Background: an optimization exercise with open tools, aiming at small area, a short achievable clock period and few clock cycles. Do not read the settings as production practice. At most, simulation tests tie the RTL to the original design; equivalence was not proved. Power figures rest on the tool's default switching activity, not on a simulated workload.

==> flow/design.v (excerpt) <==
module simplecpu (
	input  logic        rst,
	input  logic        clk,
	output logic [9:0]  pc,
	input  logic [15:0] inst,
	output logic [7:0]  d_addr,
	output logic        d_wr,
	output logic [15:0] d_wdata,
	input  logic [15:0] d_rdata,
	output logic        halted);
	logic [9:0]   pc_q;
	logic         f_halt;             
	logic [255:0] regs;               
	logic [15:0]  valid;              
	logic [15:0]  nz;                 
	logic         r_we, r_st, r_ld, r_not, r_loc, r_sub, r_halt;
	logic [3:0]   r_pa, r_qa, r_wa;
	logic [7:0]   r_d;
	logic         x_we, x_st, x_ld, x_not, x_alu, x_loc, x_sub, x_halt;
	logic [3:0]   x_wa;
	logic [15:0]  x_a, x_b;
	logic [3:0]  op, ra;
	logic [7:0]  d;
	logic        is_jmp, is_jmz, is_halt, stall, taken, hold;
	logic        x_zero;              
	assign op = inst[15:12];
	assign ra = inst[11:8];
	assign d  = inst[7:0];
	assign is_halt = op[3];
	assign is_jmp  = (op == 4'h7);
	assign is_jmz  = (op == 4'h5);
	logic [15:0] zflag;
	logic        r_hit, x_hit, r_known, z_ra, pc_step;
	logic [9:0]  pc_inc, pc_jmp;
	assign zflag   = ~nz;
	assign r_hit   = r_we & (r_wa == ra);
	assign x_hit   = x_we & (x_wa == ra);
	assign r_known = r_loc & ~r_ld & ~r_not & ~r_st;           
	assign z_ra    = r_hit ? (r_d == 8'h00) : x_hit ? x_zero : zflag[ra];
	assign stall   = is_jmz & r_hit & ~r_known;
	assign taken   = is_jmp | (is_jmz & z_ra);
	assign hold    = f_halt | is_halt | stall;
	pcadd pcadd (.pc(pc_q), .d(d), .pc_inc(pc_inc), .pc_jmp(pc_jmp));
	always_ff @(posedge clk) begin
		if (rst) begin
			pc_q   <= '0;
			f_halt <= 1'b0;
		end else begin
			if (~hold) pc_q <= taken ? pc_jmp : pc_inc;
			if (is_halt) f_halt <= 1'b1;
		end
	end
	logic f_ok;
	assign f_ok = ~f_halt & ~op[3];
	always_ff @(posedge clk) begin
		if (rst) begin
  ...
Size in the first run: about 1400 cells after synthesis, about 70 I/O pins, roughly 19000 sq um of cells after synthesis.
Settings: LEC_CHECK=0, CAP_MARGIN=20, CORE_MARGIN=2, CORE_UTILIZATION=40, PLACE_DENSITY=0.6, SETUP_SLACK_MARGIN=3.5, SLEW_MARGIN=20, SYNTH_HIERARCHICAL=1; clock period 7.0 ns.
run.sh (not shown) runs the stock make flow with config.mk's settings and CLKGATE_MAP_FILE= SYNTH_SCRIPT=/design/flow/synth_recipe.tcl, a recipe that flattens the netlist after the stock synthesis.
The baseline passed the timing, DRC and antenna checks.
Change:
ABC_AREA = 1   (was not set)
Outcome: The changed run ran to the end with no violations. Power went up by 16%. Cell count rose by 53%. Synthesized area goes up by 7.7%. Core utilization goes down by 1.3 points. Non-clock buffer count rises by 5.
Change:
ABC_AREA = not set   (was 1)
SETUP_SLACK_MARGIN = 4.3   (was 3.5)
Utilization climbs by 4.5 points.
First-iteration DRC count drops by 29%.
Hold slack gains 0.0031 ns.
Setup slack gains 0.11 ns.
Non-clock buffer count climbs by 44.
Clock-buffer cell count drops by 2.
No run of this note included a check of the RTL's function; only the layout flow was run.

---

Another version of the RTL of simplecpu (not shown whole).
For scale: about 1,400 cells after synthesis.
Settings: LEC_CHECK=0, CAP_MARGIN=20, CORE_MARGIN=2, CORE_UTILIZATION=60, PLACE_DENSITY=0.75, SETUP_SLACK_MARGIN=4.5, SLEW_MARGIN=20, SYNTH_HIERARCHICAL=1; clock period 7.0 ns.
standard.sh (not shown) runs the stock make flow with config.mk's settings and CLKGATE_MAP_FILE= SYNTH_SCRIPT=/design/flow/synth_recipe.tcl, a recipe that flattens the netlist after the stock synthesis.
==> flow/flow/run.sh <==
#!/bin/bash
# Standard ORFS layout (the standard.sh, synthesis unchanged), except that the
# input/output port buffers are sky130_fd_sc_hd__buf_2 cells instead of the default
# pick (a slow delay buffer). ORFS keeps each step's log under orfs/logs/; make's
# own output goes to standard.log here.
set -euo pipefail
bash standard.sh "BUFFER_PORTS_ARGS=-buffer_cell sky130_fd_sc_hd__buf_2" finish > standard.log 2>&1
Testbench counts at the start, summed over its fixed seeds: cycles 74,821.
Next try:
- CTS_CLUSTER_DIAMETER: not set -> 150
- CTS_CLUSTER_SIZE: not set -> 30
- SETUP_SLACK_MARGIN: 4.5 -> 4.3
=>
- The new run completed with no timing, DRC or antenna violations
- fmax went down by 1.9%
- non-clock buffer count went down by 30
- global-route usage went down by 0.65 points
- total power went down by 22%
- core utilization went down by 6.0 points
- cell area went down by 8.5%
- register-to-register slack loses 50 ps
- die area is unchanged
- sequential cell count is unchanged
- count of clock-buffer cells in the layout went down by 23
- worst hold slack gains 6.3 ps
Next try:
- CTS_CLUSTER_DIAMETER: 150 -> not set
- CTS_CLUSTER_SIZE: 30 -> not set
After rerunning:
- die area is unchanged
- final cell count increases by about 2.6%
- combinational power barely changes
- total power rose by 24%
- global-route usage goes up by 0.75 points
- clock power rises by 84%
- cell area grows by 4.5%
- critical path depth does not change
- sequential share of layout area decreases by 2.4 points
Next try:
- CTS_CLUSTER_DIAMETER: not set -> 120
- CTS_CLUSTER_SIZE: not set -> 22
Result: Count of clock-buffer cells in the layout decreases by 19; total power decreases by 16%; sequential power stays flat; clock power decreases by 37%; non-clock buffer count stays the same; fmax decreases by 2.6%; via count decreases by 0.95%; die area stays the same.

afterwards: timing with drivers on the ports:
Ports are ideal in the flow. The routed layouts listed here were re-timed in OpenROAD. Step 1 sets driving cells, clkbuf_16 on the clock port and buf_2 on the other inputs (assumed; they add their load-dependent delay and slew). Step 2, shift: input delay + t, output delay - t, t = (earliest + latest rising clock arrival at the registers) / 2. This alone moves slack from input paths to output paths. Three values: no drivers, after step 1, after step 2; two values: the first two.
run	t (ns)	setup slack, ns	clock arrival spread, ns	worst slew at a driven data input, ns
the first run of note 1	0.587	3.563 / 3.579 / 3.006	0.011 / 0.011	0.06
the second run of note 1	0.604	3.638 / 3.666 / 3.062	0.036 / 0.036	0.06
the third run of note 1	0.601	3.745 / 3.745 / 3.209	0.023 / 0.023	0.06
the first run of note 2	0.579	4.387 / 4.359 / 3.797	0.009 / 0.009	0.06
the second run of note 2	0.572	4.337 / 4.281 / 3.851	0.033 / 0.033	0.05
the third run of note 2	0.586	4.345 / 4.289 / 3.804	0.017 / 0.018	0.04
the fourth run of note 2	0.588	4.274 / 4.221 / 3.820	0.030 / 0.030	0.04
After both steps every run listed still meets setup and hold. For the first run of note 2, which loses most, drivers alone change the setup slack by -0.028 ns; drivers and shift together by -0.590 ns.
